What follows belongs to an exercise in optimizing a design on an open flow for a short achievable clock period and few clock cycles; a production flow would make more cautious choices.
Only simulation tests tie the RTL to the original design; equivalence was not proved.
No activity file was given, so power comes from the tool's default toggle rates.

$ cat design/flow/config.mk
export PLATFORM = sky130hd
export DESIGN_NAME = cpu
export DESIGN_NICKNAME = cpu
export VERILOG_FILES = /design/flow/design.v
export SDC_FILE = /design/flow/constraint.sdc
export NUM_CORES = 4
export LEC_CHECK = 0
export CAP_MARGIN = 20
export CORE_MARGIN = 2
export CORE_UTILIZATION = 40
export SETUP_SLACK_MARGIN = 3.0
export SLEW_MARGIN = 20
$ cat design/flow/constraint.sdc
create_clock -name core_clock -period 5.0 [get_ports {clock}]
set_input_delay 1.0000 -clock core_clock [delete_from_list [all_inputs] [get_ports {clock}]]
set_output_delay 1.0000 -clock core_clock [all_outputs]
set_load 0.01 [all_outputs]
$ cat design/flow/design.v
`timescale 1ns/10ps
module reg_file(clock,raddr1,rout1,raddr2,rout2,raddr3,rout3,wen,waddr,win);
input           clock;
input   [2:0]   raddr1,raddr2,raddr3;
output  [15:0]  rout1,rout2,rout3;
input           wen;
input   [2:0]   waddr;
input   [15:0]  win;
reg     [15:0]  ram[7:1];
assign rout1 = raddr1 ? ram[raddr1] : 16'd0;
assign rout2 = raddr2 ? ram[raddr2] : 16'd0;
assign rout3 = raddr3 ? ram[raddr3] : 16'd0;
always @(posedge clock)
    if (wen && waddr != 3'd0)
        ram[waddr] <= win;
endmodule
`timescale 1ns/10ps
module fetch_module(clock,resetn,hold,br,cond,a,off,imem_addr);
input           clock;
input           resetn;
input           hold;
input           br;
input   [2:0]   cond;
input   [15:0]  a;
input   [15:0]  off;
output  [11:0]  imem_addr;
reg  [15:0] pc;
wire taken = br & ((cond == 3'd0) ? (a == 16'd0) :
                   (cond == 3'd3) ? (a != 16'd0) :
                   (cond == 3'd1) ? !a[15] : a[15]);
assign imem_addr = pc[12:1];
always @(posedge clock or negedge resetn)
if (!resetn)
    pc <= 16'd0;
else if (taken)
    pc <= pc + off;
else if (!hold)
    pc <= pc + 16'd2;
endmodule
`timescale 1ns/10ps
module decode_module(op,rd,sel,wen,imm);
input  [3:0]  op;
input  [2:0]  rd;
output [10:0] sel;
output        wen;
output        imm;
parameter NOP = 4'd0;
parameter ADD = 4'd1;
parameter SUB = 4'd2;
parameter AND = 4'd3;
parameter OR  = 4'd4;
parameter NOT = 4'd5;
parameter SL  = 4'd6;
parameter SR  = 4'd7;
parameter SRU = 4'd8;
parameter ADDI= 4'd9;
parameter LD  = 4'd10;
parameter ST  = 4'd11;
parameter BR  = 4'd12;
assign sel[0]  = (op == ADD) || (op == ADDI);
assign sel[1]  = (op == SUB);
assign sel[2]  = (op == AND);
assign sel[3]  = (op == OR);
assign sel[4]  = (op == NOT);
assign sel[5]  = (op == SL);
assign sel[6]  = (op == SR);
assign sel[7]  = (op == SRU);
assign sel[8]  = (op == LD);
assign sel[9]  = (op == ST);
assign sel[10] = (op == BR);
assign wen     = (op >= ADD) && (op <= LD) && (rd != 3'd0);
assign imm     = (op == ADDI) || (op == LD) || (op == ST);
endmodule
`timescale 1ns/10ps
module alu_module(cin,lsel,ssel,a,b,sum,lg,sh);
input         cin;
input  [1:0]  lsel;
input  [1:0]  ssel;
input  [15:0] a;
input  [15:0] b;
output [15:0] sum;
output [15:0] lg;
output [15:0] sh;
wire [15:0] g0 = a & b;
wire [15:0] p0 = a ^ b;
wire [15:0] g1, p1, g2, p2, g3, p3, g4;
wire [15:0] gi = {g0[15:1], g0[0] | (p0[0] & cin)};
genvar i;
generate
for (i = 0; i < 16; i = i + 1) begin : ks
    if (i >= 1) begin
        assign g1[i] = gi[i] | (p0[i] & gi[i-1]);
        assign p1[i] = p0[i] & p0[i-1];
    end else begin
        assign g1[i] = gi[i];
        assign p1[i] = p0[i];
    end
    if (i >= 2) begin
        assign g2[i] = g1[i] | (p1[i] & g1[i-2]);
        assign p2[i] = p1[i] & p1[i-2];
    end else begin
        assign g2[i] = g1[i];
        assign p2[i] = p1[i];
    end
    if (i >= 4) begin
        assign g3[i] = g2[i] | (p2[i] & g2[i-4]);
        assign p3[i] = p2[i] & p2[i-4];
    end else begin
        assign g3[i] = g2[i];
        assign p3[i] = p2[i];
    end
    if (i >= 8)
        assign g4[i] = g3[i] | (p3[i] & g3[i-8]);
    else
        assign g4[i] = g3[i];
end
endgenerate
assign sum = p0 ^ {g4[14:0], cin};
assign lg = lsel[1] ? (lsel[0] ? ~a : (a | b)) : (a & b);
wire        big  = |b[15:4];
wire [3:0]  s    = b[3:0];
wire        fill = ssel[1] & ssel[0] & a[15];
wire [15:0] l1 = s[0] ? {a[14:0], 1'b0}  : a;
wire [15:0] l2 = s[1] ? {l1[13:0], 2'b0} : l1;
wire [15:0] l3 = s[2] ? {l2[11:0], 4'b0} : l2;
wire [15:0] l4 = s[3] ? {l3[7:0], 8'b0}  : l3;
wire [15:0] r1 = s[0] ? {fill, a[15:1]}         : a;
wire [15:0] r2 = s[1] ? {{2{fill}}, r1[15:2]}   : r1;
wire [15:0] r3 = s[2] ? {{4{fill}}, r2[15:4]}   : r2;
wire [15:0] r4 = s[3] ? {{8{fill}}, r3[15:8]}   : r3;
assign sh = big ? {16{fill}} : (ssel[1] ? r4 : l4);
endmodule
`timescale 1ns/10ps
module mem_module(clock,resetn,st,base,off,sdata,dmem_addr,dmem_we,dmem_wdata);
input         clock;
input         resetn;
input         st;
input  [15:0] base;
input  [15:0] off;
input  [15:0] sdata;
output [11:0] dmem_addr;
output        dmem_we;
output [15:0] dmem_wdata;
reg    [11:0] dmem_addr;
reg           dmem_we;
reg    [15:0] dmem_wdata;
wire   [12:0] ea = base[12:0] + off[12:0];
always @(posedge clock or negedge resetn)
if (!resetn)
    dmem_we <= 1'b0;
else
    dmem_we <= st;
always @(posedge clock) begin
    dmem_addr  <= ea[12:1];
    dmem_wdata <= sdata;
end
endmodule
`timescale 1ns/10ps
module wb_module(clock,resetn,wen,waddr,wdata,rf_we,rf_waddr,rf_wdata);
input           clock;
input           resetn;
input           wen;
input   [2:0]   waddr;
input   [15:0]  wdata;
output          rf_we;
output  [2:0]   rf_waddr;
output  [15:0]  rf_wdata;
reg         rf_we;
reg  [2:0]  rf_waddr;
reg  [15:0] rf_wdata;
always @(posedge clock or negedge resetn)
if (!resetn)
    rf_we <= 1'b0;
else
    rf_we <= wen;
always @(posedge clock) begin
    rf_waddr <= waddr;
    rf_wdata <= wdata;
end
endmodule
`timescale 1ns/10ps
module cpu(clock,resetn,imem_addr,imem_rdata,dmem_addr,dmem_we,dmem_wdata,dmem_rdata,
           rf_we,rf_waddr,rf_wdata);
input       clock;
input       resetn;
output [11:0] imem_addr;
input  [15:0] imem_rdata;
output [11:0] dmem_addr;
output        dmem_we;
output [15:0] dmem_wdata;
input  [15:0] dmem_rdata;
output        rf_we;
output [2:0]  rf_waddr;
output [15:0] rf_wdata;
wire [15:0] inst = imem_rdata;
wire [3:0]  op   = inst[15:12];
wire [2:0]  rd   = inst[11:9];
wire [2:0]  rs1  = inst[8:6];
wire [2:0]  rs2  = inst[5:3];
wire [15:0] sx   = {{10{inst[5]}}, inst[5:0]};
wire [10:0] dec_sel;
wire        dec_wen;
wire        dec_imm;
decode_module decode(.op(op), .rd(rd), .sel(dec_sel), .wen(dec_wen), .imm(dec_imm));
wire use1     = (op != 4'd0);                                   
wire use2     = (op != 4'd0) && (op <= 4'd8) && (op != 4'd5);   
reg         ex_wen, ex_ld;
reg  [2:0]  ex_rd;
reg  [2:0]  ex_unit;             
wire [15:0] ex_sum, ex_lg, ex_sh;
reg         mem_wen, mem_ld;
reg  [2:0]  mem_rd;
reg  [15:0] mem_alu;
wire [15:0] mem_res = mem_ld ? dmem_rdata : mem_alu;
wire [15:0] rf1, rf2, rfd;
reg_file regs(.clock(clock),
              .raddr1(rs1), .rout1(rf1),
              .raddr2(rs2), .rout2(rf2),
              .raddr3(rd),  .rout3(rfd),
              .wen(mem_wen), .waddr(mem_rd), .win(mem_res));
wire e1 = ex_wen && (ex_rd == rs1);
wire e2 = ex_wen && (ex_rd == rs2);
wire ed = ex_wen && (ex_rd == rd);
wire m1 = mem_wen && (mem_rd == rs1);
wire m2 = mem_wen && (mem_rd == rs2);
wire md = mem_wen && (mem_rd == rd);
wire stall = ex_ld && ((e1 && use1) || (e2 && use2));
function [15:0] pick;
    input        e, m;
    input [2:0]  unit;
    input [15:0] sum, lg, sh, mr, rf;
    begin
        pick = ({16{e & unit[0]}} & sum)
             | ({16{e & unit[1]}} & lg)
             | ({16{e & unit[2]}} & sh)
             | ({16{~e & m}}      & mr)
             | ({16{~e & ~m}}     & rf);
    end
endfunction
wire [15:0] v1 = pick(e1, m1, ex_unit, ex_sum, ex_lg, ex_sh, mem_res, rf1);
wire [15:0] v2 = pick(e2, m2, ex_unit, ex_sum, ex_lg, ex_sh, mem_res, rf2);
wire [15:0] vd = pick(ed, md, ex_unit, ex_sum, ex_lg, ex_sh, mem_res, rfd);
reg  [15:0] ex_a, ex_b, ex_s, ex_sx;
reg  [2:0]  ex_cond;
reg  [1:0]  ex_lsel, ex_ssel;
reg         ex_st, ex_br, ex_cin, ex_sfwd;
wire [2:0] dec_unit = {dec_sel[7] | dec_sel[6] | dec_sel[5],
                       dec_sel[4] | dec_sel[3] | dec_sel[2],
                       dec_sel[1] | dec_sel[0]};
always @(posedge clock or negedge resetn)
if (!resetn) begin
    ex_unit <= 3'd0;
    ex_st   <= 1'b0;
    ex_br   <= 1'b0;
    ex_wen  <= 1'b0;
    ex_ld   <= 1'b0;
    ex_rd   <= 3'd0;
    ex_cond <= 3'd0;
    ex_sfwd <= 1'b0;
end else begin
    ex_unit <= stall ? 3'd0 : dec_unit;
    ex_st   <= !stall && dec_sel[9];
    ex_br   <= !stall && dec_sel[10];
    ex_wen  <= !stall && dec_wen;
    ex_ld   <= !stall && dec_sel[8];
    ex_rd   <= rd;
    ex_cond <= rd;
    ex_sfwd <= ex_ld && ed;      
end
always @(posedge clock) begin
    ex_a    <= v1;
    ex_b    <= dec_imm ? sx : dec_sel[1] ? ~v2 : v2;
    ex_cin  <= dec_sel[1];
    ex_s    <= vd;
    ex_sx   <= sx;
    ex_lsel <= {dec_sel[3] | dec_sel[4], dec_sel[4]};
    ex_ssel <= {dec_sel[6] | dec_sel[7], dec_sel[7]};
end
alu_module alu(.cin(ex_cin), .lsel(ex_lsel), .ssel(ex_ssel), .a(ex_a), .b(ex_b),
               .sum(ex_sum), .lg(ex_lg), .sh(ex_sh));
wire [15:0] alu_res = ({16{ex_unit[0]}} & ex_sum)
                    | ({16{ex_unit[1]}} & ex_lg)
                    | ({16{ex_unit[2]}} & ex_sh);
mem_module mem(.clock(clock), .resetn(resetn), .st(ex_st), .base(ex_a), .off(ex_sx),
               .sdata(ex_sfwd ? mem_res : ex_s),
               .dmem_addr(dmem_addr), .dmem_we(dmem_we), .dmem_wdata(dmem_wdata));
fetch_module fetch(.clock(clock), .resetn(resetn), .hold(stall), .br(ex_br), .cond(ex_cond),
                   .a(ex_a), .off(ex_sx), .imem_addr(imem_addr));
always @(posedge clock or negedge resetn)
if (!resetn) begin
    mem_wen <= 1'b0;
    mem_ld  <= 1'b0;
    mem_rd  <= 3'd0;
end else begin
    mem_wen <= ex_wen;
    mem_ld  <= ex_ld;
    mem_rd  <= ex_rd;
end
always @(posedge clock)
    mem_alu <= alu_res;
wb_module wb(.clock(clock), .resetn(resetn), .wen(mem_wen), .waddr(mem_rd), .wdata(mem_res),
             .rf_we(rf_we), .rf_waddr(rf_waddr), .rf_wdata(rf_wdata));
endmodule
$ cat design/flow/run.sh
#!/bin/bash
# synth_recipe.tcl (not shown) runs the flow's synth.tcl, then flattens the netlist and writes it again
# the make line also repeats each setting of config.mk as NAME=value (left out here)
make -C /OpenROAD-flow-scripts/flow DESIGN_CONFIG=/design/flow/config.mk WORK_HOME=/design/flow/orfs CLKGATE_MAP_FILE= SYNTH_SCRIPT=/design/flow/synth_recipe.tcl finish
==> qor.yml <==
critical_path:
  cp-start-kind: "flip-flop"
  path_delay_family: "simple AND/OR/NAND/NOR gates"
  crit_type: "reg2reg"
  crit_start: "ex_b[0]$_DFF_P_"
  cp.arrival_ns: 3.32
  max_stage_delay_ns: 0.44
  slowest_stage: "or3b_4"
  r2r_start: "ex_b[0]$_DFF_P_"
  path_cells: "fa_2 > inv_2 > fa_2 > nor2b_4 > o31ai_4 > a21oi_2 > and3b_2 > o311a_1 > or3b_4 > a21oi_2 > mux2i_1"
  cp_max_fo: 4
  cp_num_buf_inv: 1
  crit_required_ns: 5.51
  crit_path_end_kind: "flip-flop"
route:
  dr.first_iter.drc_count: 1116
  antenna_left: 0
  first_pass_iters: 5
  wl_um: 53140
  wl_per_cell_um: 23.34
  routed_via_density: 5.968
  drc: 0
  vias: 13590
clock_network:
  numCtsBuffers: 29
  hold_buffers: 0
  clk_pin_slew_ns: 0.06
  ctsHtreeMaxLevel: 1
  cts_root_buf: "clkbuf_16"
  clock_sinks: 265
  cts_buffer_depth: 3
  cts_tree: "yes"
  insertion_delay_ns: 0.59
logic_synthesis:
  synth_warnings: 5
  yosysUniqueCellTypes: 96
  syn-num-nets: 1645
  syn_inst: 1550
  synth-simple-area-share_pct: 10.74
  synth_edf_count: 112
  synth_top_family_by_area: "multiplexers"
  yosys.area_share.adder_pct: 4.875
  synth_mux_area_share_pct: 19.19
  ys_seq_area_share_pct: 40.45
  netlist_area_um2: 16270
  synthArstFlopShare_pct: 11.70
  synthXorXnorAreaFrac_pct: 3.499
  synth-compound-area-share_pct: 14.80
  dominantRegCellSynth: "dfxtp_1"
  synth_area_per_cell_um2: 10.50
  ys_ff_latch: 265
sta:
  finalHoldViolations: 0
  layout_min_cycle_time_ns: 2.809
  slew_violations: 0
  fmax_mhz: 356.0
  timing.final.crit_share_pct: 56.18
  fin_tns_setup_ns: 0
  rsz0062_at_grt: "true"
  fin_ws_ns: 2.191
  setup_violations: 0
  max_slew.worst_pin.slew_ns: 1.060
  maxSlewHeadroom_pct: 29.34
  skew_ns: 0.03493
floorplanning:
  fp.dieW_um: 205.7
  rows: 73
  initial_utilization_pct: 40.76
  fp.dieArea_um2: 42310
  core_um2: 39910
  pin_count: 95
  die_h_um: 205.7
finish:
  nets: 1824
  post-route-cell-area_um2: 21440
  post-route-util_pct: 53.71
  diodes: 0
  drive_above_1_share_pct: 40.13
  final_cells: 2277
  synthToLayoutAreaGrowth_pct: 31.77
placed_design:
  gp_congestion: 0.9307
  io_buffers: 94
  place_ws_ns: 1.350
  hpwl_um: 33620
  placed_cells: 2071
  dpl-instance-area_um2: 17710
min_path:
  hp-start: "ex_st$_DFF_PN0_"
  hp-class: "reg2reg"
power:
  powerDensity_nw_per_um2: 392.3
  ir_drop_uv: 257.3
  power_leakage_nw: 8.334
grt:
  track_usage_pct: 24.76
  grt_pass1_wl_um: 80300
  grt_pass1_vias: 13260
  grt_max_degree: 52
  grt_overflow: 0
  antenna_found_initial: 0
job:
  maxCapViolCount: 0
outcome:
  outcome: "no timing/DRC/antenna violations"
## logic make-up (layout without fill, tap and decap cells)
| group | after synthesis | after routing |
|---|---|---|
| flops | 265 | 265 |
| fa+ha+maj | 61 | 61 |
| compound gates | 372 | 373 |
| xor+xnor | 65 | 65 |
| buf+inv | 200 | 401 |
| simple gates | 374 | 374 |
| mux | 213 | 213 |
## metrics by stage
stage | hold slack, ns | total power, W
final | 0.3506 | 0.008412
after global routing | 0.3678 | 0.008806
after CTS | 0.3500 | 0.008079
after detailed placement | 0.3358 | 0.005311
after global placement | 0.3346 | 0.005274
after floorplan | 0.3312 | 0.004632
## routing by layer
| metal | vias up | global-route usage, % | share of wire [%] |
|---|---|---|---|
| met5 | - | 0 | 0 |
| met1 | 6718 | 32.42 | 41 |
| met4 | 0 | 7.605 | 2.9 |
| met3 | 110 | 3.975 | 7.5 |
| li1 | 6156 | - | - |
| met2 | 606 | 41.96 | 49 |
## path summary, 6_finish.rpt
kind                       depth (start not counted)                      end  slack, ns
setup / recovery                                  11         ex_b[12]$_DFF_P_       2.19
hold / removal                                     0    mem.dmem_we$_DFF_PN0_       0.35
min in group asynchronous                          2      mem_rd[1]$_DFF_PN0_       0.85
hold reg to reg                                    0    mem.dmem_we$_DFF_PN0_       0.35
max in group asynchronous                          2  fetch.pc[8]$_DFFE_PN0P_       3.81
setup reg to reg                                  11         ex_b[12]$_DFF_P_       2.19
## state kept, by name, indices dropped and copies added (netlist names), 13 cells and up
register and cells:
regs.ram 112, ex_a 16, ex_b 16, ex_s 16
mem.dmem_wdata 16, mem_alu 16, wb.rf_wdata 16, fetch.pc 13
## what timing repair did
action,CTS,global route
pin swaps,78,59
setup endpoints to repair,268,174
setup buffers,98,44
resized for setup,571,107
gates cloned,9,1
## layout by cell type (no fill, tap or decap), types with 26 or more instances in the layout
cell         n
mux2i_1     85
a21oi_2     35
a211oi_1    31
nor2_1     132
buf_6       67
a21oi_1    101
edfxtp_1   112
dfxtp_2     34
mux2_2      40
mux4_2      71
inv_1       60
xnor2_1     27
nor3_1      26
buf_2       32
nand2_1     79
dfxtp_1     69
ha_1        45
xor2_1      27
clkbuf_16   32
buf_4      120
## final cells by class
cell class | count | area, µm²
fill | 3287 | 18480
multi-input combinational | 1086 | 9972
sequential | 265 | 6709
timing repair buffer | 276 | 2793
clock buffer | 43 | 862.1
tap | 525 | 656.9
inverter | 71 | 304.0
clock inverter | 11 | 142.6
## synthesized netlist by cell type, drive strengths merged, types with 12 or more instances
| cell type | count | area (µm²) |
|---|---|---|
| o221ai | 20 | 181.4 |
| a21oi | 140 | 719.4 |
| o22ai | 18 | 112.6 |
| nor3 | 32 | 165.2 |
| mux4 | 73 | 1659 |
| clkbuf | 85 | 471.7 |
| o21ai | 56 | 280.3 |
| a211oi | 35 | 267.8 |
| nand4 | 12 | 75.07 |
| mux2 | 46 | 521.8 |
| nand2b | 12 | 75.07 |
| nand2 | 87 | 326.6 |
| nor2 | 146 | 550.5 |
| edfxtp | 112 | 3363 |
| dfxtp | 122 | 2442 |
| nor4 | 12 | 81.33 |
| mux2i | 94 | 940.9 |
| inv | 69 | 259.0 |
| xor2 | 29 | 254.0 |
| buf | 44 | 312.8 |
| xnor2 | 36 | 315.3 |
| dfrtp | 31 | 775.7 |
| nand3 | 22 | 115.1 |
| a31oi | 14 | 87.58 |
| a22oi | 22 | 170.2 |
| ha | 57 | 713.2 |
## power breakdown
group	switching, W	total (W)	internal [W]
registers	0.000269	0.00286	0.00259
logic	0.00171	0.00334	0.00163
clock network	0.000904	0.00221	0.00131
Testbench counts, summed over its fixed seeds: cycles 41,155.

## static timing again, ports no longer ideal
The results above use ideal ports. As a check the final layout listed here was re-extracted and re-timed, cells and wires unchanged.
Step 1 assumes that a clkbuf_16 drives the clock port and a buf_2 every other input.
Step 2 moves the port delays by t, midway between the first and last clock arrival at a register: inputs arrive t later, outputs are due t later. That takes back most of the time a late clock gives input paths.
Three values: ideal, step 1, step 2; two values: the first two.
t, ns: 0.627
slack for setup (ns): 2.191 / 2.191 / 2.124
worst hold slack (ns): 0.351 / 0.351 / 0.351
worst slew at a driven data input, ns: 0.08
After both steps this run still meets setup and hold. The setup slack of this run moves by 0.000 ns with the drivers and by -0.067 ns with both steps.
